This is an optimization exercise on Yosys and OpenROAD, whose aim is a short achievable clock period and few clock cycles, not a production implementation. In this exercise RTL edits were held to simulation tests only and were not proved equivalent to the original. No activity file was given, so power comes from the tool's default toggle rates.

## flow/run.sh

```bash
#!/bin/bash
# synth_recipe.tcl (not shown) runs the flow's synth.tcl, then flattens the netlist and writes it again
# the make line also repeats each setting of config.mk as NAME=value (left out here)
make -C /OpenROAD-flow-scripts/flow DESIGN_CONFIG=/design/flow/config.mk WORK_HOME=/design/flow/orfs CLKGATE_MAP_FILE= SYNTH_SCRIPT=/design/flow/synth_recipe.tcl finish
```

## flow/config.mk

```make
export PLATFORM = sky130hd
export DESIGN_NAME = encryption_engine
export DESIGN_NICKNAME = encryption_engine
export VERILOG_FILES = /design/flow/design.v
export SDC_FILE = /design/flow/constraint.sdc
export NUM_CORES = 4
export LEC_CHECK = 0
export ABC_CLOCK_PERIOD_IN_PS = 2000
export CAP_MARGIN = 20
export CORE_MARGIN = 2
export CORE_UTILIZATION = 65
export SETUP_SLACK_MARGIN = 3.7
export SLEW_MARGIN = 20
```

## flow/constraint.sdc

```tcl
create_clock -name core_clock -period 6.0 [get_ports {sysclk}]
set_input_delay 1.2000 -clock core_clock [delete_from_list [all_inputs] [get_ports {sysclk}]]
set_output_delay 1.2000 -clock core_clock [all_outputs]
set_load 0.01 [all_outputs]
```

## flow/design.v

```verilog
module encryption_engine (
    input wire sysclk,
    input wire arduino_execute,
    output reg arduino_isfinished,
    input wire arduino_reset,
    input wire [7:0] mem_src_dout,
    output reg mem_src_clk,
    output wire mem_src_oce,
    output reg mem_src_ce,
    output reg mem_src_wre,
    output reg [13:0] mem_src_ad,
    output reg [7:0] mem_src_din,
    input wire [7:0] mem_key_dout,
    output reg mem_key_clk,
    output wire mem_key_oce,
    output reg mem_key_ce,
    output reg mem_key_wre,
    output reg [13:0] mem_key_ad,
    output reg [7:0] mem_key_din,
    input wire [7:0] mem_cmd_dout,
    output reg mem_cmd_clk,
    output wire mem_cmd_oce,
    output reg mem_cmd_ce,
    output reg mem_cmd_wre,
    output reg [13:0] mem_cmd_ad,
    output reg [7:0] mem_cmd_din,
    input wire [7:0] mem_dst_dout,
    output reg mem_dst_clk,
    output wire mem_dst_oce,
    output reg mem_dst_ce,
    output reg mem_dst_wre,
    output reg [13:0] mem_dst_ad,
    output reg [7:0] mem_dst_din,
    input wire [7:0] mem_ram_dout,
    output reg mem_ram_clk,
    output wire mem_ram_oce,
    output reg mem_ram_ce,
    output reg mem_ram_wre,
    output reg [13:0] mem_ram_ad,
    output reg [7:0] mem_ram_din
);
    assign mem_src_oce = 1'b0;
    assign mem_key_oce = 1'b0;
    assign mem_cmd_oce = 1'b0;
    assign mem_dst_oce = 1'b0;
    assign mem_ram_oce = 1'b0;
    localparam NK = 3;            
    localparam FW = 16;           
    localparam IDLE = 0;          
    localparam RD   = 1;          
    localparam DEC  = 2;          
    localparam CHK  = 3;          
    localparam APP  = 4;          
    localparam EXE  = 5;          
    localparam DONE = 6;          
    localparam PWA  = 7;          
    localparam PWB  = 8;          
    reg        ph;                
    reg        exe_r;
    reg [8:0]  st;
    reg [13:0] pcn;               
    reg [2:0]  nopr;              
    reg [7:0]  reg_bank_select;
    reg [4:0]  bank_a, bank_b, bank_c;    
    reg [15:0] lfsr;
    reg [7:0] r_src, r_key, r_cmd, r_dst, r_ram;
    wire [39:0] rall = {r_ram, r_dst, r_cmd, r_key, r_src};
    localparam D01 = 0, D19 = 1, D20 = 2, D22 = 3, D24 = 4, D25 = 5, D26 = 6,
               D30 = 7, D31 = 8, D33 = 9, D34 = 10, D35 = 11;
    reg [11:0] dq;
    reg [11:0] oq;                
    wire [11:0] cf = nopr[0] ? dq : oq;
    wire cf_bulk = cf[D24] | cf[D25] | cf[D26] | cf[D30] | cf[D35];
    wire cf_small = cf[D19] | cf[D34];
    reg        p_small;           
    reg        p_two;             
    reg        p_35;
    reg [4:0]  p_x, p_y, p_d;     
    reg [7:0]  p_v0, p_v1;        
    reg        conf;              
    reg [15*FW-1:0] fm;           
    reg [14:0]      fw;           
    reg [4:0]       g_rd;         
    reg [4:0]       g_wr;         
    reg [4:0]       g_wrb;        
    reg             pw;           
    reg             g_ne;         
    reg             g_bulk;       
    reg [NK:0]      nks;          
    reg [16*NK-1:0] lk;           
    reg [8*NK-1:0]  kq;           
    reg             fin;          
    reg [13:0] ar;                
    reg [13:0] a1;                
    reg        rv;                
    reg        p1;                
    reg        c0, c1;            
    reg [4:0]  wrr;               
    reg [24:0] sc;                
    reg [39:0] kc;                
    reg [4:0]  wc;                
    function [15:0] lstep8;
        input [15:0] l;
        lstep8 = {l[7:0],
                  l[14]^l[12]^l[11]^l[9],
                  l[13]^l[11]^l[10]^l[8],
                  l[12]^l[10]^l[9]^l[7],
                  l[11]^l[9]^l[8]^l[6],
                  l[10]^l[8]^l[7]^l[5],
                  l[9]^l[7]^l[6]^l[4],
                  l[8]^l[6]^l[5]^l[3],
                  l[7]^l[5]^l[4]^l[2]};
    endfunction
    function [15:0] lstep4;
        input [15:0] l;
        lstep4 = {l[11:0],
                  l[14]^l[12]^l[11]^l[9],
                  l[13]^l[11]^l[10]^l[8],
                  l[12]^l[10]^l[9]^l[7],
                  l[11]^l[9]^l[8]^l[6]};
    endfunction
    function [7:0] keyb;
        input [15:0] l;
        reg [15:0] n;
        begin
            n = lstep8(l);
            keyb = {n[0], n[1], n[2], n[3], n[4], n[5], n[6], n[7]};
        end
    endfunction
    function [4:0] onehot4;
        input [1:0] b;
        onehot4 = {1'b0, b == 2'd3, b == 2'd2, b == 2'd1, b == 2'd0};
    endfunction
    wire [13:0] an = ar + 14'd1;
    wire [13:0] pcn1 = pcn + 14'd1;
    reg [24:0] su;
    reg [4:0] sux, suy;
    integer i, j, c;
    always @(*) begin
        for (j = 0; j < 5; j = j + 1)
            su[j*5 +: 5] = fm[(0*5+j)*FW +: 5] | fm[(1*5+j)*FW +: 5] | fm[(2*5+j)*FW +: 5];
        sux = 5'd0;
        suy = 5'd0;
        for (j = 0; j < 5; j = j + 1) begin
            sux = sux | ({5{p_x[j]}} & su[j*5 +: 5]);
            suy = suy | ({5{p_y[j]}} & su[j*5 +: 5]);
        end
    end
    reg [3*FW-1:0] nf;
    always @(*) begin
        for (c = 0; c < 3; c = c + 1) begin
            nf[c*FW +: FW] = {p_v0, (p_35 ? nks[NK-1:0] : {NK{1'b0}}), 5'd0};
            for (j = 0; j < 5; j = j + 1)
                nf[c*FW +: FW] = nf[c*FW +: FW]
                    ^ ({FW{p_x[j]}} & fm[(c*5+j)*FW +: FW])
                    ^ ({FW{p_y[j]}} & fm[(c*5+j)*FW +: FW]);
        end
    end
    reg [24:0] sc_n;
    reg [39:0] kc_n;
    reg [4:0]  wc_n;
    reg [FW-1:0] f;
    always @(*) begin
        for (j = 0; j < 5; j = j + 1) begin
            f = c0 ? fm[(0*5+j)*FW +: FW] : c1 ? fm[(1*5+j)*FW +: FW] : fm[(2*5+j)*FW +: FW];
            sc_n[j*5 +: 5] = f[4:0];
            kc_n[j*8 +: 8] = f[15:8];
            for (i = 0; i < NK; i = i + 1)
                kc_n[j*8 +: 8] = kc_n[j*8 +: 8] ^ ({8{f[5+i]}} & kq[i*8 +: 8]);
            wc_n[j] = (c0 ? fw[0*5+j] : c1 ? fw[1*5+j] : fw[2*5+j]) & rv;
        end
    end
    reg [39:0] wd;
    always @(*) begin
        for (j = 0; j < 5; j = j + 1) begin
            wd[j*8 +: 8] = kc[j*8 +: 8];
            for (i = 0; i < 5; i = i + 1)
                wd[j*8 +: 8] = wd[j*8 +: 8] ^ ({8{sc[j*5+i]}} & rall[i*8 +: 8]);
        end
    end
    always @(posedge sysclk) begin
        r_src <= mem_src_dout;
        r_key <= mem_key_dout;
        r_cmd <= mem_cmd_dout;
        r_dst <= mem_dst_dout;
        r_ram <= mem_ram_dout;
        dq[D01] <= (r_cmd == 8'h01);
        dq[D19] <= (r_cmd == 8'h19);
        dq[D20] <= (r_cmd == 8'h20);
        dq[D22] <= (r_cmd == 8'h22);
        dq[D24] <= (r_cmd == 8'h24);
        dq[D25] <= (r_cmd == 8'h25);
        dq[D26] <= (r_cmd == 8'h26);
        dq[D30] <= (r_cmd == 8'h30);
        dq[D31] <= (r_cmd == 8'h31);
        dq[D33] <= (r_cmd == 8'h33);
        dq[D34] <= (r_cmd == 8'h34);
        dq[D35] <= (r_cmd == 8'h35);
    end
    always @(posedge sysclk) begin
        if (arduino_reset) begin
            ph <= 1'b0;
            mem_src_clk <= 1'b0;
            mem_key_clk <= 1'b0;
            mem_cmd_clk <= 1'b0;
            mem_dst_clk <= 1'b0;
            mem_ram_clk <= 1'b0;
            exe_r <= 1'b0;
        end else begin
            ph <= ~ph;
            mem_src_clk <= ~mem_src_clk;
            mem_key_clk <= ~mem_key_clk;
            mem_cmd_clk <= ~mem_cmd_clk;
            mem_dst_clk <= ~mem_dst_clk;
            mem_ram_clk <= ~mem_ram_clk;
            exe_r <= arduino_execute;
        end
    end
    wire grp_end = (st[EXE] && !rv && !p1 && !pw) || st[PWB];
    wire go_exec = (st[DEC] && nopr[0] && dq[D01] && g_ne) || (st[APP] && conf && g_ne);
    wire fetch = (st[DEC] && (cf[D20] || cf[D31] || cf[D33] || (cf[D22] && nopr[0]) ||
                              !(cf[D01] || cf[D19] || cf[D22] || cf_bulk || cf[D34])))
              || (st[APP] && !(conf && g_ne));
    always @(posedge sysclk) begin
        if (arduino_reset) begin
            arduino_isfinished <= 1'b0;
            st <= 9'd1 << IDLE;
            pcn <= 14'd0;
            oq <= 12'd0;
            nopr <= 3'd1;
            reg_bank_select <= 8'd0;
            bank_a <= 5'b00001;
            bank_b <= 5'b00001;
            bank_c <= 5'b00001;
            lfsr <= 16'd0;
            p_small <= 1'b0;
            p_two <= 1'b0;
            p_35 <= 1'b0;
            p_x <= 5'd0;
            p_y <= 5'd0;
            p_d <= 5'd0;
            p_v0 <= 8'd0;
            p_v1 <= 8'd0;
            conf <= 1'b0;
            for (c = 0; c < 3; c = c + 1)
                for (j = 0; j < 5; j = j + 1)
                    fm[(c*5+j)*FW +: FW] <= (16'd1 << j);
            fw <= 15'd0;
            g_rd <= 5'd0;
            g_wr <= 5'd0;
            g_wrb <= 5'd0;
            pw <= 1'b0;
            g_ne <= 1'b0;
            g_bulk <= 1'b0;
            nks <= 1;
            lk <= {16*NK{1'b0}};
            kq <= {8*NK{1'b0}};
            fin <= 1'b0;
            ar <= 14'd0;
            a1 <= 14'd0;
            rv <= 1'b0;
            p1 <= 1'b0;
            c0 <= 1'b0;
            c1 <= 1'b0;
            wrr <= 5'd0;
            sc <= 25'd0;
            kc <= 40'd0;
            wc <= 5'd0;
            mem_src_ce <= 1'b0; mem_src_wre <= 1'b0; mem_src_ad <= 14'd0; mem_src_din <= 8'd0;
            mem_key_ce <= 1'b0; mem_key_wre <= 1'b0; mem_key_ad <= 14'd0; mem_key_din <= 8'd0;
            mem_cmd_ce <= 1'b0; mem_cmd_wre <= 1'b0; mem_cmd_ad <= 14'd0; mem_cmd_din <= 8'd0;
            mem_dst_ce <= 1'b0; mem_dst_wre <= 1'b0; mem_dst_ad <= 14'd0; mem_dst_din <= 8'd0;
            mem_ram_ce <= 1'b0; mem_ram_wre <= 1'b0; mem_ram_ad <= 14'd0; mem_ram_din <= 8'd0;
        end else if (ph) begin
            if (st[IDLE]) begin
                arduino_isfinished <= 1'b0;
                if (exe_r) begin
                    pcn <= 14'd1;
                    nopr <= 3'd1;
                    mem_cmd_ad <= 14'd0;
                    mem_cmd_ce <= 1'b1;
                    st <= 9'd1 << RD;
                end
            end
            if (st[RD]) st <= 9'd1 << DEC;
            if (st[DEC]) begin
                if (nopr[0]) oq <= dq;
                p_small <= cf_small;
                p_two <= cf[D34];
                p_35 <= cf[D35];
                p_v0 <= cf[D19] ? reg_bank_select :
                        cf[D34] ? lfsr[15:8] :
                        cf[D22] ? r_cmd : 8'd0;
                p_v1 <= lfsr[7:0];
                p_x <= cf[D26] ? 5'b10000 : cf[D22] ? 5'd0 : bank_a;
                p_y <= cf[D30] ? bank_b : 5'd0;
                p_d <= (cf[D22] | cf[D26]) ? bank_a :
                       cf[D25] ? 5'b10000 :
                       cf[D30] ? bank_c :
                       cf_small ? 5'b01000 : bank_b;
                if (cf[D20] && nopr[1]) begin
                    reg_bank_select <= r_cmd;
                    bank_a <= onehot4(r_cmd[7:6]);
                    bank_b <= onehot4(r_cmd[5:4]);
                    bank_c <= onehot4(r_cmd[3:2]);
                end
                if (cf[D31] && nopr[1]) lfsr[15:8] <= r_cmd;
                if (cf[D31] && nopr[2]) lfsr[7:0] <= r_cmd;
                if (cf[D33]) lfsr <= {lfsr[14:0], lfsr[14]^lfsr[12]^lfsr[11]^lfsr[9]};
                if (cf[D20] || cf[D22] || cf[D31])
                    nopr <= (nopr[1] && !cf[D31]) || nopr[2] ? 3'b001 : {nopr[1:0], 1'b0};
                if (cf[D01]) begin
                    mem_cmd_ce <= 1'b0;
                    fin <= 1'b1;
                    if (!g_ne) begin
                        arduino_isfinished <= 1'b1;
                        st <= 9'd1 << DONE;
                    end
                end
                if (cf_small || cf_bulk || (cf[D22] && nopr[1])) st <= 9'd1 << CHK;
            end
            if (st[CHK]) begin
                conf <= !p_small &&
                        ((|(p_d & g_rd)) | (|((sux | suy) & (g_wrb | p_d)))
                         | (p_35 && nks[NK]));
                st <= 9'd1 << APP;
            end
            if (st[APP] && !(conf && g_ne)) begin
                g_ne <= 1'b1;
                if (p_small) begin
                    fm[(0*5+3)*FW +: FW] <= {p_v0, 8'd0};
                    fw[0*5+3] <= 1'b1;
                    if (p_two) begin
                        fm[(1*5+3)*FW +: FW] <= {p_v1, 8'd0};
                        fw[1*5+3] <= 1'b1;
                    end
                    g_wr[3] <= 1'b1;
                end else begin
                    g_bulk <= 1'b1;
                    for (c = 0; c < 3; c = c + 1)
                        for (j = 0; j < 5; j = j + 1)
                            if (p_d[j]) begin
                                fm[(c*5+j)*FW +: FW] <= nf[c*FW +: FW];
                                fw[c*5+j] <= 1'b1;
                            end
                    g_rd <= g_rd | sux | suy;
                    g_wr <= g_wr | p_d;
                    g_wrb <= g_wrb | p_d;
                    if (p_35) begin
                        for (i = 0; i < NK; i = i + 1)
                            if (nks[i]) lk[i*16 +: 16] <= lfsr;
                        nks <= {nks[NK-1:0], 1'b0};
                        lfsr <= lstep4(lfsr);
                    end
                end
            end
            if (fetch) begin
                pcn <= pcn1;
                mem_cmd_ad <= pcn;
                mem_cmd_ce <= 1'b1;
                st <= 9'd1 << RD;
            end
            if (st[EXE]) begin
                ar <= an;
                if (g_bulk ? (&ar) : c1) rv <= 1'b0;
                c0 <= 1'b0;
                c1 <= c0;
                p1 <= rv;
                a1 <= ar;
                sc <= sc_n;
                kc <= kc_n;
                wc <= wc_n;
                for (i = 0; i < NK; i = i + 1) begin
                    lk[i*16 +: 16] <= lstep8(lk[i*16 +: 16]);
                    kq[i*8 +: 8] <= keyb(lstep8(lk[i*16 +: 16]));
                end
                if (wrr[0]) begin mem_src_ad <= a1; mem_src_din <= wd[0*8 +: 8]; mem_src_ce <= wc[0]; end
                else begin mem_src_ad <= an; end
                if (wrr[1]) begin mem_key_ad <= a1; mem_key_din <= wd[1*8 +: 8]; mem_key_ce <= wc[1]; end
                else begin mem_key_ad <= an; end
                mem_cmd_ad <= an;
                if (wrr[3]) begin mem_dst_ad <= a1; mem_dst_din <= wd[3*8 +: 8]; mem_dst_ce <= wc[3]; end
                else begin mem_dst_ad <= an; end
                if (wrr[4]) begin mem_ram_ad <= a1; mem_ram_din <= wd[4*8 +: 8]; mem_ram_ce <= wc[4]; end
                else begin mem_ram_ad <= an; end
                if (!rv && !p1) begin
                    mem_src_ce <= 1'b0; mem_src_wre <= 1'b0;
                    mem_key_ce <= 1'b0; mem_key_wre <= 1'b0;
                    mem_cmd_ce <= 1'b0; mem_cmd_wre <= 1'b0;
                    mem_dst_ce <= 1'b0; mem_dst_wre <= 1'b0;
                    mem_ram_ce <= 1'b0; mem_ram_wre <= 1'b0;
                    if (pw) begin
                        mem_dst_ad <= 14'd0;
                        mem_dst_din <= fm[(0*5+3)*FW+8 +: 8];
                        mem_dst_ce <= fw[0*5+3];
                        mem_dst_wre <= 1'b1;
                        st <= 9'd1 << PWA;
                    end
                end
            end
            if (st[PWA]) begin
                mem_dst_ad <= 14'd1;
                mem_dst_din <= fm[(1*5+3)*FW+8 +: 8];
                mem_dst_ce <= fw[1*5+3];
                st <= 9'd1 << PWB;
            end
            if (st[PWB]) begin
                mem_dst_ce <= 1'b0;
                mem_dst_wre <= 1'b0;
            end
            if (grp_end) begin
                begin
                    for (c = 0; c < 3; c = c + 1)
                        for (j = 0; j < 5; j = j + 1)
                            fm[(c*5+j)*FW +: FW] <= (16'd1 << j);
                    fw <= 15'd0;
                    g_rd <= 5'd0;
                    g_wr <= 5'd0;
                    g_wrb <= 5'd0;
                    g_ne <= 1'b0;
                    g_bulk <= 1'b0;
                    nks <= 1;
                    if (fin) begin
                        arduino_isfinished <= 1'b1;
                        st <= 9'd1 << DONE;
                    end else begin
                        st <= 9'd1 << CHK;
                    end
                end
            end
            if (st[DONE]) begin
                fin <= 1'b0;
                if (!exe_r) begin
                    arduino_isfinished <= 1'b0;
                    st <= 9'd1 << IDLE;
                end
            end
            if (go_exec) begin
                wrr <= g_wrb | (g_wr & ~g_rd);
                pw <= g_wr[3] & ~g_wrb[3] & g_rd[3];
                mem_src_ad <= 14'd0; mem_src_ce <= g_rd[0] & ~g_wr[0]; mem_src_wre <= g_wr[0];
                mem_key_ad <= 14'd0; mem_key_ce <= g_rd[1] & ~g_wr[1]; mem_key_wre <= g_wr[1];
                mem_cmd_ad <= 14'd0; mem_cmd_ce <= g_rd[2];            mem_cmd_wre <= 1'b0;
                mem_dst_ad <= 14'd0; mem_dst_ce <= g_rd[3] & ~g_wrb[3];
                mem_dst_wre <= g_wrb[3] | (g_wr[3] & ~g_rd[3]);
                mem_ram_ad <= 14'd0; mem_ram_ce <= g_rd[4] & ~g_wr[4]; mem_ram_wre <= g_wr[4];
                for (i = 0; i < NK; i = i + 1)
                    kq[i*8 +: 8] <= keyb(lk[i*16 +: 16]);
                ar <= 14'd0;
                rv <= 1'b1;
                p1 <= 1'b0;
                c0 <= 1'b1;
                c1 <= 1'b0;
                st <= 9'd1 << EXE;
            end
        end
    end
endmodule
```

==> out/summary.log, run 1 <==
[drt] DRT iter0 DRCs 3,992
[drt] wirelength, routed 124,000 um
[sta] crit path time final 2.41 ns
[floorplan] placeable core region 0.0549 mm2
[pwr] cell area power density 235 mW/mm2
[layout] share of post-route cells with drive strength above 1 14.3%
[layout] Final Net Count 4,418
[sta] final setup TNS 0 ns
[sta] total count of max-transition violations in the final report 0
[setup_path] CP delay by family, top compound AO/OA/AOI/OAI gates
[floorplan] total I/O pin count 174
[pwr] Leak Pwr 14.5 nW
[setup_path] terminus of the critical flop-to-flop path mem_cmd_ad[4]$_SDFFE_PP0P_
[place] Port-buffer cells 159
[drt] drt via density 6.41
[grt] via count of the first global-routing pass 29,300
[run] max cap viols 0
[layout] utilization after layout 75.8%
[sta] final-report setup violation count 0
[sta] worst slew pin tran 1.27 ns
[logic_synthesis] library cell occupying the most area in the post-synthesis netlist sky130_fd_sc_hd__dfxtp_1
[layout] FF/Latch Area 0.0143 mm2
[hold_path] hold path startpoint mem_key_clk$_SDFF_PP0_
[grt] remaining global-route overflow 0
[layout] area taken by multi-input logic gates 0.0211 mm2
[setup_path] Worst setup SP type flip-flop
[logic_synthesis] proportion of register bits with asynchronous set or reset after synthesis 0%
[setup_path] peak per-stage delay on the critical path 0.40 ns
[logic_synthesis] Cell Area, Synth 0.0359 mm2
[logic_synthesis] average cell area after synthesis 8.28 um2
[floorplan] Die X-Extent 239 um
[logic_synthesis] cell types with the largest area share after synthesis sky130_fd_sc_hd__dfxtp_1 (39%), sky130_fd_sc_hd__xnor2_1 (10%), sky130_fd_sc_hd__nand2_1 (8.6%)
[setup_path] FF-to-FF Start nopr[0]$_SDFFE_PP1P_
[sta] unrepaired setup endpoints after global routing yes
[clocking] CTS tree done
[setup_path] depth of the worst register-to-register path 10
[floorplan] Initial Utilization 65.4%
[floorplan] height of the die 239 um
[floorplan] full die area 0.0571 mm2
[logic_synthesis] proportion of synthesized chip area in sequential cells 39.3%
[drt] number of design rule violations left after detail routing 0
[setup_path] critical path's slowest cell sky130_fd_sc_hd__o311a_4
[sta] setup skew after layout 0.0257 ns
[floorplan] cell row count 86
[place] placed wire-length estimate 81,700 um
[clocking] number of clock buffers inserted by TritonCTS 75
[logic_synthesis] count of distinct cell types in the synthesized netlist 81
[logic_synthesis] number of instances in the synthesized netlist 4,333
[setup_path] r2r setup slk 3.59 ns
[setup_path] worst setup path category reg -> reg
[hold_path] endpoint of the worst hold path mem_key_clk$_SDFF_PP0_
[grt] total track usage 41.7%
[drt] first-pass iteration count of the detailed router 6
[layout] leading cell type in the layout, fill and taps excluded sky130_fd_sc_hd__nand2_1
[setup_path] largest driver fanout on the critical path 6
[status] run status timing/DRC/antenna clean
[pwr] worst IR drop on VDD 240 uV
[setup_path] arrival time of the worst setup path 2.89 ns
[hold_path] Cells on Worst Hold Path 1
[sta] relative slew slack 15.5%
[hold_path] Tightest Hold Check Type reg -> reg
[clocking] Clock transition at path regs 0.06 ns
[logic_synthesis] Top FF cell, synth sky130_fd_sc_hd__dfxtp_1
[drt] routed wirelength normalized by instance count 24.2 um
[clocking] master cell of the clock root buffer sky130_fd_sc_hd__clkbuf_16
[layout] fill cell total of the finished layout 4,200
[drt] number of vias after detailed routing 32,900
[drt] Antenna Violating Nets Remaining 0
[layout] most frequent cells in the layout sky130_fd_sc_hd__nand2_1 (815), sky130_fd_sc_hd__dfxtp_1 (589), sky130_fd_sc_hd__xnor2_1 (402)
[clocking] clk buf depth 3
[setup_path] Crit path buffers/inverters 4
[setup_path] crit-path cells buf_12 > buf_8 > nor4_4 > o22ai_4 > o311a_4 > buf_12 > o21a_4 > o21ai_4 > clkbuf_16 > a211oi_2
[sta] highest achievable clock rate 416 MHz
[clocking] maximum level of the CTS H-tree 3
[grt] wire length of the first global-routing pass 182,000 um
[setup_path] CP dominant cell by count sky130_fd_sc_hd__buf_12
[sta] post-route fraction of the period consumed by the critical path 40.1%
[grt] initial antenna violation count 7
[logic_synthesis] area share of the largest cell type after synthesis 39.3%
[clocking] number of clock sinks seen by CTS 705
[setup_path] Worst setup EP type flip-flop
[logic_synthesis] synthesis-stage register bit count 705
[place] Final Wtd Congestion 0.999
[logic_synthesis] number of flops mapped to enable cells by yosys 0
[clocking] clock latency on the worst-skew pair 0.63 ns
[setup_path] Critical Path RT 6.48 ns
[grt] pin count of the biggest net entering global routing 104
[layout] relative area change from synthesis to final layout 16.0%
[sta] Final Hold Fails 0
[logic_synthesis] number of warning messages in the yosys log 1
[cells in the mapped netlist (24+ instances only)]
master,n
sky130_fd_sc_hd__dfxtp_1,705
sky130_fd_sc_hd__clkbuf_1,229
sky130_fd_sc_hd__o211ai_1,107
sky130_fd_sc_hd__buf_2,72
sky130_fd_sc_hd__o21ai_0,315
sky130_fd_sc_hd__a22o_1,174
sky130_fd_sc_hd__mux2i_1,120
sky130_fd_sc_hd__a211oi_1,67
sky130_fd_sc_hd__nand2_1,823
sky130_fd_sc_hd__nand3_1,54
sky130_fd_sc_hd__a21oi_1,267
sky130_fd_sc_hd__a22oi_1,52
sky130_fd_sc_hd__xor2_1,155
sky130_fd_sc_hd__xnor3_1,24
sky130_fd_sc_hd__nor3_1,56
sky130_fd_sc_hd__nor2_1,325
sky130_fd_sc_hd__xnor2_1,420
sky130_fd_sc_hd__buf_1,26
[sequential cells by signal, indices dropped and copies added, names as in the netlist, 11 cells and up]
signal and count:
mem_ram_ad 14, mem_src_ad 14, pcn 14, oq 11, dq 12, sc 20, kc 32, mem_dst_ad 14
lk 45, a1 14, mem_key_ad 14, fm 240, kq 24, lfsr 16, ar 14, mem_cmd_ad 14
[cells by family after synthesis]
logic type / synth area share [%]
compound gates: 20.8
xor+xnor: 15.5
fa+ha+maj: 0.0697
buf+inv: 4.32
flops: 39.3
mux: 4.01
other cells: 0.0105
simple gates: 15.9
[final cells by class]
type                       count  share of cell area (%)
multi-input combinational   3280                    50.6
timing repair buffer         288                    6.65
timing repair inverter         1                  0.0120
clock buffer                 107                    5.21
clock inverter                25                   0.803
tap                          704                    2.12
inverter                      22                   0.247
sequential                   705                    34.3
antenna                        7                  0.0421
[repair_timing]
item                                    4_1_cts  5_1_grt
pin swaps                                    16       23
endpoints found under the hold margin         0        0
gates cloned                                  5        7
endpoints found under the setup margin      653      456
setup buffers                                43       31
hold buffers                                  0        0
resized for setup                           696      147
[through the flow]
stage	power (mW)	instances	instance area, um2	setup slack [ns]	hold WS [ns]
after CTS	9.77	5094	40600	3.69	0.400
after detailed placement	5.08	4914	37500	2.16	0.405
final	9.78	5139	41600	3.59	0.394
after global routing	9.98	5136	41600	3.54	0.402
after floorplan	4.97	4346	36000	3.70	0.428
after global placement	5.08	4914	37500	2.19	0.400
[power by group]
group	switching, mW	internal (mW)	total [mW]
Clock	1.95	2.82	4.77
Sequential	0.0413	4.70	4.74
Combinational	0.183	0.0852	0.268
[worst max path at each step]
stage / from / to / slack [ns] / cells after the start
5_1_grt: nopr[0]$_SDFFE_PP1P_ / mem_cmd_ad[7]$_SDFFE_PP0P_ / 3.54 / 9
3_3_place_gp: arduino_reset / st[5]$_SDFFE_PP0P_ / 2.19 / 6
3_5_place_dp: arduino_reset / fm[224]$_SDFFE_PP0P_ / 2.16 / 7
6_report: nopr[0]$_SDFFE_PP1P_ / mem_cmd_ad[4]$_SDFFE_PP0P_ / 3.59 / 10
2_1_floorplan: arduino_reset / fm[167]$_SDFFE_PP0P_ / 3.70 / 7
4_1_cts: mem_dst_din[1]$_SDFFE_PP0P_ / mem_dst_din[1] / 3.69 / 1
[layer usage]
layer | wire length [um] | up-vias | track usage, %
li1 | - | 15000 | -
met1 | 48800 | 15500 | 56.4
met2 | 53000 | 2005 | 61.7
met3 | 15500 | 419 | 10.5
met4 | 7040 | 0 | 20.9
met5 | 0 | - | 0
Testbench counts, summed over its fixed seeds: cycles 787,772.
==> run 2: changes to the inputs <==
--- a/flow/config.mk
+++ b/flow/config.mk
@@ -9,5 +9,7 @@
 export CAP_MARGIN = 20
 export CORE_MARGIN = 2
 export CORE_UTILIZATION = 65
+export CTS_CLUSTER_DIAMETER = 100
+export CTS_CLUSTER_SIZE = 22
 export SETUP_SLACK_MARGIN = 3.7
 export SLEW_MARGIN = 20
==> run 2 against run 1 <==
  * Still clean on timing, DRC and antenna
  * Final area decreased by 4.0%
  * Global-route usage fell by 0.39 points
  * Critical path depth is 5 lower
  * Via count down 1.7%
  * Critical endpoint is now sc[8]$_SDFFE_PP0P_
  * Setup slack better by 0.0082 ns
  * Clock skew shrank 0.0040 ns
==> out/summary.log, run 2 <==
[status] run status timing/DRC/antenna clean
[hold_path] Tightest Hold Check Type reg -> reg
[clocking] number of clock buffers inserted by TritonCTS 38 [-49%]
[sta] setup skew after layout 0.0217 ns [-0.00395 ns]
[layout] leading cell type in the layout, fill and taps excluded sky130_fd_sc_hd__nand2_1
[logic_synthesis] proportion of register bits with asynchronous set or reset after synthesis 0% [unchanged]
[sta] unrepaired setup endpoints after global routing yes
[logic_synthesis] number of warning messages in the yosys log 1 [unchanged]
[hold_path] Cells on Worst Hold Path 1 [unchanged]
[setup_path] depth of the worst register-to-register path 5 [-5]
[floorplan] placeable core region 0.0549 mm2 [unchanged]
[clocking] number of clock sinks seen by CTS 705 [unchanged]
[drt] drt via density 6.41 [about the same]
[layout] register with the most flip-flops fm
[pwr] cell area power density 196 mW/mm2 [-16%]
[run] max cap viols 0 [unchanged]
[grt] wire length of the first global-routing pass 181,000 um [-0.92%]
[sta] worst-case hold slack 0.390 ns [-0.00361 ns]
[setup_path] Worst setup SP type flip-flop
[floorplan] full die area 0.0571 mm2 [unchanged]
[logic_synthesis] Cell Area, Synth 0.0359 mm2 [unchanged]
[logic_synthesis] count of distinct cell types in the synthesized netlist 81 [unchanged]
[sta] crit path time final 2.40 ns [-0.00825 ns]
[logic_synthesis] number of instances in the synthesized netlist 4,333 [unchanged]
[grt] via count of the first global-routing pass 28,900 [-1.4%]
[grt] initial antenna violation count 7 [unchanged]
[grt] total track usage 41.3% [-0.39 points]
[floorplan] cell row count 86 [unchanged]
[sta] worst slew pin tran 1.19 ns [-0.0795 ns]
[clocking] clk buf depth 3 [unchanged]
[drt] number of vias after detailed routing 32,400 [-1.7%]
[logic_synthesis] average cell area after synthesis 8.28 um2 [unchanged]
[layout] biggest registers after layout fm x240, lk x45, kc x32
[logic_synthesis] library cell occupying the most area in the post-synthesis netlist sky130_fd_sc_hd__dfxtp_1
[pwr] Leak Pwr 13.7 nW [-5.6%]
[setup_path] Critical Path RT 6.54 ns [+0.06 ns]
[logic_synthesis] share of cell area taken by muxes after synthesis 4.01% [unchanged]
[logic_synthesis] proportion of synthesized chip area in sequential cells 39.3% [unchanged]
[pwr] worst IR drop on VDD 282 uV [+18%]
[sta] total count of max-transition violations in the final report 0 [unchanged]
[logic_synthesis] cell types with the largest area share after synthesis sky130_fd_sc_hd__dfxtp_1 (39%), sky130_fd_sc_hd__xnor2_1 (10%), sky130_fd_sc_hd__nand2_1 (8.6%)
[clocking] Clock transition at path regs 0.09 ns [+0.03 ns]
[setup_path] arrival time of the worst setup path 2.93 ns [+0.04 ns]
[logic_synthesis] Top FF cell, synth sky130_fd_sc_hd__dfxtp_1
[logic_synthesis] dominant combinational cell family by area after synthesis compound AO/OA/AOI/OAI gates
[logic_synthesis] most frequent cell after synthesis sky130_fd_sc_hd__nand2_1
[drt] Antenna Violating Nets Remaining 0 [unchanged]
[layout] relative area change from synthesis to final layout 11.4%
[sta] highest achievable clock rate 417 MHz [+0.34%]
[sta] final-report setup violation count 0 [unchanged]
[floorplan] Die X-Extent 239 um [unchanged]
[layout] utilization after layout 72.8% [-3.0 points]
[layout] flip-flop count of the largest register, all copies and words added 240 [unchanged]
[setup_path] worst setup path category reg -> reg
[layout] Final Net Count 4,380 [-0.86%]
[logic_synthesis] adder-cell share of the synthesized area 0.0697% [unchanged]
[drt] routed wirelength normalized by instance count 24.2 um [about the same]
[layout] non-filler cells, final 5,052 [-1.7%]
[logic_synthesis] simple-gate portion of the synthesized area 15.9% [unchanged]
[drt] number of design rule violations left after detail routing 0 [unchanged]
[logic_synthesis] area share of the largest cell type after synthesis 39.3% [unchanged]
[place] placed cell count 4,914 [unchanged]
[drt] wirelength, routed 122,000 um [-1.7%]
[logic_synthesis] most used standard cells in the synthesized netlist sky130_fd_sc_hd__nand2_1 (823), sky130_fd_sc_hd__dfxtp_1 (705), sky130_fd_sc_hd__xnor2_1 (420)
[floorplan] height of the die 239 um [unchanged]
[sta] relative slew slack 20.0% [+4.6 points]
[logic_synthesis] synthesized-area fraction occupied by ao, oa, aoi and oai cells 20.8% [unchanged]
[drt] first-pass iteration count of the detailed router 8 [+2]
[place] Final Wtd Congestion 0.999 [unchanged]
[setup_path] Worst setup EP type flip-flop
[logic_synthesis] post-synthesis xor/xnor area fraction 15.5% [unchanged]
[clocking] clock latency on the worst-skew pair 0.61 ns [-0.02 ns]
[floorplan] Initial Utilization 65.4% [unchanged]
[place] placed wire-length estimate 81,700 um [unchanged]
[sta] post-route fraction of the period consumed by the critical path 40.0% [-0.14 points]
[grt] remaining global-route overflow 0 [unchanged]
[logic_synthesis] synthesis-stage register bit count 705 [unchanged]
[layout] most frequent cells in the layout sky130_fd_sc_hd__nand2_1 (817), sky130_fd_sc_hd__dfxtp_1 (575), sky130_fd_sc_hd__xnor2_1 (405)
[drt] DRT iter0 DRCs 4,089 [+2.4%]
[grt] pin count of the biggest net entering global routing 104 [unchanged]
[clocking] master cell of the clock root buffer sky130_fd_sc_hd__clkbuf_16
[floorplan] total I/O pin count 174 [unchanged]
[clocking] maximum level of the CTS H-tree 2 [-1]
[layout] share of post-route cells with drive strength above 1 13.0% [-1.3 points]
[sta] Final Hold Fails 0 [unchanged]
[logic_synthesis] number of flops mapped to enable cells by yosys 0 [unchanged]
[setup_path] largest driver fanout on the critical path 36 [+30]
[sta] final setup TNS 0 ns [unchanged]
[place] Port-buffer cells 159 [unchanged]
[clocking] hold bufs inserted after CTS 0 [unchanged]
[clocking] CTS tree done
run 2: cell types whose count changed in the layout (fill, tap and decap cells not counted), moves of 5 or more:
cell,previous run,this run
sky130_fd_sc_hd__clkbuf_1,16,1
sky130_fd_sc_hd__buf_12,22,17
sky130_fd_sc_hd__buf_4,85,96
sky130_fd_sc_hd__buf_2,61,69
sky130_fd_sc_hd__a21oi_1,256,262
sky130_fd_sc_hd__buf_6,67,54
sky130_fd_sc_hd__dfxtp_1,589,575
sky130_fd_sc_hd__bufinv_16,7,2
sky130_fd_sc_hd__clkbuf_16,80,40
sky130_fd_sc_hd__a21oi_2,9,4
sky130_fd_sc_hd__clkinv_2,11,0
sky130_fd_sc_hd__dfxtp_2,104,118
sky130_fd_sc_hd__clkbuf_8,15,1
run 2: cell families (layout without fill, tap and decap cells):
logic type | Yosys count | in the layout
xor gates and xnor gates | 599 | 601
adders and majority gates | 2 | 2
and+or+nand+nor | 1374 | 1376
AOI/OAI and AO/OA | 1143 | 1145
other | 1 | 22
muxes | 141 | 142
buffers and inverters | 368 | 355
DFF | 705 | 705
run 2: report_power, final:
group	switching (mW)	total (mW)	internal, mW
Combinational	0.180	0.262	0.0820
Sequential	0.0405	4.73	4.69
Clock	1.58	2.85	1.26
run 2: worst paths after layout:
path                          startpoint                     end  slack (ns)
hold reg to reg   mem_dst_clk$_SDFF_PP0_  mem_dst_clk$_SDFF_PP0_        0.39
setup reg to reg         c1$_SDFFE_PP0P_      sc[8]$_SDFFE_PP0P_        3.60
hold / removal    mem_dst_clk$_SDFF_PP0_  mem_dst_clk$_SDFF_PP0_        0.39
setup / recovery         c1$_SDFFE_PP0P_      sc[8]$_SDFFE_PP0P_        3.60
run 2: per-stage QoR:
stage | total power, mW | worst slack, ns | instance area [um2]
6_report | 7.85 | 3.60 | 40000
5_1_grt | 8.03 | 3.62 | 40000
4_1_cts | 7.83 | 3.68 | 39300
3_5_place_dp | 5.08 | 2.16 | 37500
3_3_place_gp | 5.08 | 2.19 | 37500
2_1_floorplan | 4.97 | 3.70 | 36000
run 2: critical path: stages (launching register included):
cell and delay [ns]:
sky130_fd_sc_hd__dfxtp_4 0.59, sky130_fd_sc_hd__buf_12 0.34, sky130_fd_sc_hd__mux2i_1 0.12, sky130_fd_sc_hd__o21ai_0 0.92, sky130_fd_sc_hd__nand2_1 0.14, sky130_fd_sc_hd__a21oi_1 0.16
run 2: cell type report:
class / count / area, um2
flip-flops and latches: 705 / 14300
diodes: 8 / 20.0
clock buffers: 40 / 980
repair buffers: 287 / 2600
clock inverters: 5 / 86.3
fillers: 4485 / 14900
multi-input cells: 3280 / 21000
repair inverters: 1 / 5.00
well taps: 704 / 881
inverters: 22 / 103
run 2: per-layer routing:
metal | GRT usage (%) | routed length, um | up-vias
met2 | 61.2 | 52300 | 1885
met4 | 20.7 | 6810 | 0
met3 | 9.33 | 14600 | 376
met1 | 56.5 | 48400 | 15200
met5 | 0 | 0 | -
li1 | - | - | 14900
run 2: timing repair:
| action | CTS | global route |
|---|---|---|
| pin swaps | 15 | 8 |
| resized for setup | 715 | 102 |
| setup buffers | 58 | 18 |
| gates cloned | 6 | 3 |
| setup endpoints to repair | 652 | 458 |
==> run 3: changes to the inputs <==
--- a/flow/config.mk
+++ b/flow/config.mk
@@ -8,8 +8,6 @@
 export ABC_CLOCK_PERIOD_IN_PS = 2000
 export CAP_MARGIN = 20
 export CORE_MARGIN = 2
-export CORE_UTILIZATION = 65
-export CTS_CLUSTER_DIAMETER = 100
-export CTS_CLUSTER_SIZE = 22
-export SETUP_SLACK_MARGIN = 3.7
+export CORE_UTILIZATION = 40
+export SETUP_SLACK_MARGIN = 4.0
 export SLEW_MARGIN = 20
==> run 3 against run 2 <==
  * Register-to-register slack better by 0.05 ns
  * Still clean on timing, DRC and antenna
  * Fmax fell by 1.8%
  * Hold slack improved by 0.018 ns
  * Non-clock buffer count is 288 higher
  * Final cell count up 17%
  * Sequential power is essentially flat
  * Combinational power rose by 73%
  * Synthesized cell count did not move
  * Highest routed layer is now met5
  * Power rose by 34%
  * First-iteration DRC count up 8.6%
  * Count of clock-buffer cells in the layout is 76 higher
  * Clock power grew 87%
==> out/summary.log, run 3 <==
[layout] most frequent cells in the layout sky130_fd_sc_hd__nand2_1 (720), sky130_fd_sc_hd__dfxtp_1 (553), sky130_fd_sc_hd__xnor2_1 (301)
[logic_synthesis] number of flops mapped to enable cells by yosys 0 [unchanged]
[logic_synthesis] count of distinct cell types in the synthesized netlist 81 [unchanged]
[grt] initial antenna violation count 6 [-1]
[sta] highest achievable clock rate 410 MHz [-1.8%]
[layout] area taken by multi-input logic gates 0.0239 mm2 [+14%]
[layout] leading cell type in the layout, fill and taps excluded sky130_fd_sc_hd__nand2_1
[sta] relative slew slack 28.2% [+8.1 points]
[setup_path] peak per-stage delay on the critical path 0.41 ns [-0.51 ns]
[pwr] sequential share of power 45.0% [-15 points]
[drt] drt via density 6.04 [-5.8%]
[logic_synthesis] synthesis-stage register bit count 705 [unchanged]
[grt] wire length of the first global-routing pass 208,000 um [+15%]
[clocking] maximum level of the CTS H-tree 3 [+1]
[pwr] Switch Pwr 2.55 mW [+41%]
[sta] final-report setup violation count 0 [unchanged]
[drt] DRT iter0 DRCs 4,441 [+8.6%]
[grt] met2 track demand over resource 45.4% [-16 points]
[drt] number of vias after detailed routing 35,700 [+10%]
[pwr] combinational cell fraction of total power 4.3% [+1.0 points]
[sta] final critical-path setup slack 3.56 ns [-0.0439 ns]
[sta] unrepaired setup endpoints after global routing yes
[hold_path] Tightest Hold Check Type reg -> reg
[status] run status timing/DRC/antenna clean
[sta] crit path time final 2.44 ns [+0.0439 ns]
[grt] met3 capacity usage during global routing 6.35% [-3.0 points]
[place] placed wire-length estimate 85,100 um [+4.2%]
[layout] flip-flop count of the largest register, all copies and words added 240 [unchanged]
[pwr] total power 10.5 mW [+34%]
[grt] GRT Max-Usage Layer met2
[drt] wirelength, routed 155,000 um [+27%]
[logic_synthesis] number of instances in the synthesized netlist 4,333 [unchanged]
[logic_synthesis] proportion of synthesized chip area in sequential cells 39.3% [unchanged]
[setup_path] CP delay by family, top flip-flops
[logic_synthesis] most frequent cell after synthesis sky130_fd_sc_hd__nand2_1
[floorplan] Initial Utilization 40.5% [-25 points]
[grt] remaining global-route overflow 0 [unchanged]
[logic_synthesis] proportion of register bits with asynchronous set or reset after synthesis 0% [unchanged]
[layout] register with the most flip-flops fm
[drt] routed wirelength normalized by instance count 26.3 um [+8.8%]
[place] Final Wtd Congestion 0.937 [-6.3%]
[logic_synthesis] Top FF cell, synth sky130_fd_sc_hd__dfxtp_1
[place] Cell Area, Placed 0.0382 mm2 [+2.0%]
[drt] number of design rule violations left after detail routing 0 [unchanged]
[clocking] number of clock sinks seen by CTS 705 [unchanged]
[floorplan] placeable core region 0.0886 mm2 [+62%]
[place] Port-buffer cells 159 [unchanged]
[floorplan] Die X-Extent 304 um [+27%]
[grt] GR met1 Demand/Resource 40.8% [-16 points]
[pwr] cell area power density 210 mW/mm2 [+6.8%]
[logic_synthesis] area share of the largest cell type after synthesis 39.3% [unchanged]
[place] minimum setup slack after placement 2.54 ns [+0.383 ns]
[layout] fill cell total of the finished layout 7,506 [+67%]
[logic_synthesis] number of warning messages in the yosys log 1 [unchanged]
[logic_synthesis] most used standard cells in the synthesized netlist sky130_fd_sc_hd__nand2_1 (823), sky130_fd_sc_hd__dfxtp_1 (705), sky130_fd_sc_hd__xnor2_1 (420)
[drt] Antenna Violating Nets Remaining 0 [unchanged]
[clocking] Clock transition at path regs 0.06 ns [-0.03 ns]
[drt] first-pass iteration count of the detailed router 7 [-1]
[grt] pin count of the biggest net entering global routing 84 [-19%]
[pwr] Leak Pwr 18.3 nW [+34%]
[sta] total count of max-transition violations in the final report 0 [unchanged]
[layout] relative area change from synthesis to final layout 39.9%
[clocking] master cell of the clock root buffer sky130_fd_sc_hd__clkbuf_16
[pwr] Clock Power Share 50.7% [+14 points]
[layout] non-filler cells, final 5,908 [+17%]
[logic_synthesis] library cell occupying the most area in the post-synthesis netlist sky130_fd_sc_hd__dfxtp_1
[setup_path] critical path's slowest cell sky130_fd_sc_hd__dfxtp_4
[clocking] clock latency on the worst-skew pair 0.71 ns [+0.10 ns]
[floorplan] full die area 0.0921 mm2 [+61%]
[logic_synthesis] cell types with the largest area share after synthesis sky130_fd_sc_hd__dfxtp_1 (39%), sky130_fd_sc_hd__xnor2_1 (10%), sky130_fd_sc_hd__nand2_1 (8.6%)
[run] max cap viols 0 [unchanged]
[setup_path] arrival time of the worst setup path 1.24 ns [-1.69 ns]
[setup_path] Worst setup SP type flip-flop
[setup_path] crit-path cells buf_6
[setup_path] Worst setup EP type output port
[layout] share of post-route cells with drive strength above 1 29.4% [+16 points]
[floorplan] cell row count 109 [+27%]
[place] placed cell count 5,371 [+9.3%]
[layout] Final Net Count 4,722 [+7.8%]
[clocking] clk buf depth 3 [unchanged]
[logic_synthesis] average cell area after synthesis 8.28 um2 [unchanged]
[logic_synthesis] Cell Area, Synth 0.0359 mm2 [unchanged]
[pwr] switching share of power 24.2% [+1.2 points]
[setup_path] Crit path buffers/inverters 1 [unchanged]
[layout] biggest registers after layout fm x240, lk x45, kc x32
[grt] via count of the first global-routing pass 31,300 [+8.5%]
[sta] Final Hold Fails 0 [unchanged]
[grt] total track usage 30.2% [-11 points]
[pwr] worst IR drop on VDD 193 uV [-32%]
[setup_path] worst setup path category reg -> out
[pwr] total internal power 7.98 mW [+32%]
[sta] worst slew pin tran 1.08 ns [-0.111 ns]
[setup_path] largest driver fanout on the critical path 3 [-92%]
[setup_path] Critical Path RT 4.80 ns [-1.74 ns]
[layout] FF/Latch Area 0.0144 mm2 [+0.56%]
[sta] final setup TNS 0 ns [unchanged]
[clocking] hold bufs inserted after CTS 0 [unchanged]
[clocking] number of clock buffers inserted by TritonCTS 82 [+120%]
[floorplan] total I/O pin count 174 [unchanged]
[layout] summed area of non-filler cells in the final layout 0.0502 mm2 [+26%]
[sta] setup skew after layout 0.0706 ns [+0.0488 ns]
[clocking] CTS tree done
[sta] post-route fraction of the period consumed by the critical path 40.7% [+0.73 points]
[floorplan] height of the die 304 um [+27%]
## run 3: cell counts after synthesis
No cell type changed its count.
## run 3: power groups by stage
stage	Sequential, mW	Combinational, mW	Clock, mW
final	4.74	0.452	5.33
after global routing	4.74	0.459	5.53
after CTS	4.73	0.338	5.34
after detailed placement	4.85	0.238	0
after global placement	4.85	0.237	0
after floorplan	4.83	0.157	0
## run 3: cell type report
class                      count  share of cell area [%]
clock inverter                30                   0.888
sequential                   705                    28.7
inverter                      22                   0.239
multi-input combinational   3289                    47.6
tap                         1165                    2.90
timing repair inverter         2                  0.0324
antenna                        4                  0.0199
clock buffer                 116                    4.86
timing repair buffer         575                    14.8
## run 3: cells by family after synthesis
logic type / Yosys count / share of synthesized area (%)
flops: 705 / 39.3
other cells: 1 / 0.0105
mux: 141 / 4.01
xor+xnor: 599 / 15.5
compound gates: 1143 / 20.8
simple gates: 1374 / 15.9
buf+inv: 368 / 4.32
fa+ha+maj: 2 / 0.0697
## run 3: final timing paths
kind                                end  slack (ns)  cells past startpoint                    start
min reg2reg      mem_ram_clk$_SDFF_PP0_        0.41                      1   mem_ram_clk$_SDFF_PP0_
min              mem_ram_clk$_SDFF_PP0_        0.41                      1   mem_ram_clk$_SDFF_PP0_
max reg2reg  mem_cmd_ad[2]$_SDFFE_PP0P_        3.65                      9     nopr[0]$_SDFFE_PP1P_
max                          mem_cmd_ce        3.56                      1  mem_cmd_ce$_SDFFE_PP0P_
## run 3: routing by layer
| metal | vias to the layer above | share of wire [%] |
|---|---|---|
| met3 | 572 | 12 |
| li1 | 15600 | - |
| met4 | 6 | 6.5 |
| met1 | 17200 | 39 |
| met2 | 2284 | 43 |
| met5 | - | 0.025 |
## run 3: per-stage QoR
step | hold slack, ns | util (%)
2_1_floorplan | 0.428 | -
3_3_place_gp | 0.400 | 43.1
3_5_place_dp | 0.400 | 43.1
4_1_cts | 0.409 | 51.8
5_1_grt | 0.423 | 56.6
6_report | 0.408 | 56.6
## run 3: repair_timing
item,in CTS,in global routing
pin swaps,174,357
gates cloned,44,45
setup buffers,162,136
resized for setup,1145,522
setup endpoints to repair,760,615
## run 3: worst reg2reg max path: stages (launching register included)
cell and delay (ns):
sky130_fd_sc_hd__dfxtp_4 0.38, sky130_fd_sc_hd__buf_4 0.15, sky130_fd_sc_hd__nor4b_2 0.25, sky130_fd_sc_hd__o22ai_2 0.19, sky130_fd_sc_hd__o311a_4 0.47, sky130_fd_sc_hd__nor4_4 0.24, sky130_fd_sc_hd__buf_6 0.21, sky130_fd_sc_hd__buf_6 0.11
sky130_fd_sc_hd__a21oi_2 0.04, sky130_fd_sc_hd__a211oi_1 0.22

==> static timing again, ports no longer ideal <==
In the flow no input, the clock included, has a driving cell. The finished layouts below were timed again as built, in two steps. Step 1 sets driving cells, clkbuf_16 on the clock port and buf_2 on the other inputs (assumed; they add their load-dependent delay and slew). Step 2 adds t to the input delays and takes it off the output delays; t is the mean of the earliest and latest rising clock arrival at the registers after step 1. Input paths then give back, and output paths get back, about the clock's delay inside the block. a / b / c = ideal ports / drivers / drivers and shift; a / b = the first two.
| run | t, ns | setup WS [ns] | hold WS [ns] | pins driven straight from the clock port |
|---|---|---|---|---|
| run 1 | 0.679 | 3.595 / 3.595 / 3.092 | 0.394 / 0.394 / 0.394 | 1 |
| run 2 | 0.663 | 3.603 / 3.603 / 3.025 | 0.390 / 0.390 / 0.390 | 1 |
| run 3 | 0.739 | 3.559 / 3.495 / 3.031 | 0.408 / 0.408 / 0.408 | 1 |
After both steps every run listed still meets setup and hold. For run 2, which loses most, drivers alone change the setup slack by 0.000 ns; drivers and shift together by -0.578 ns.
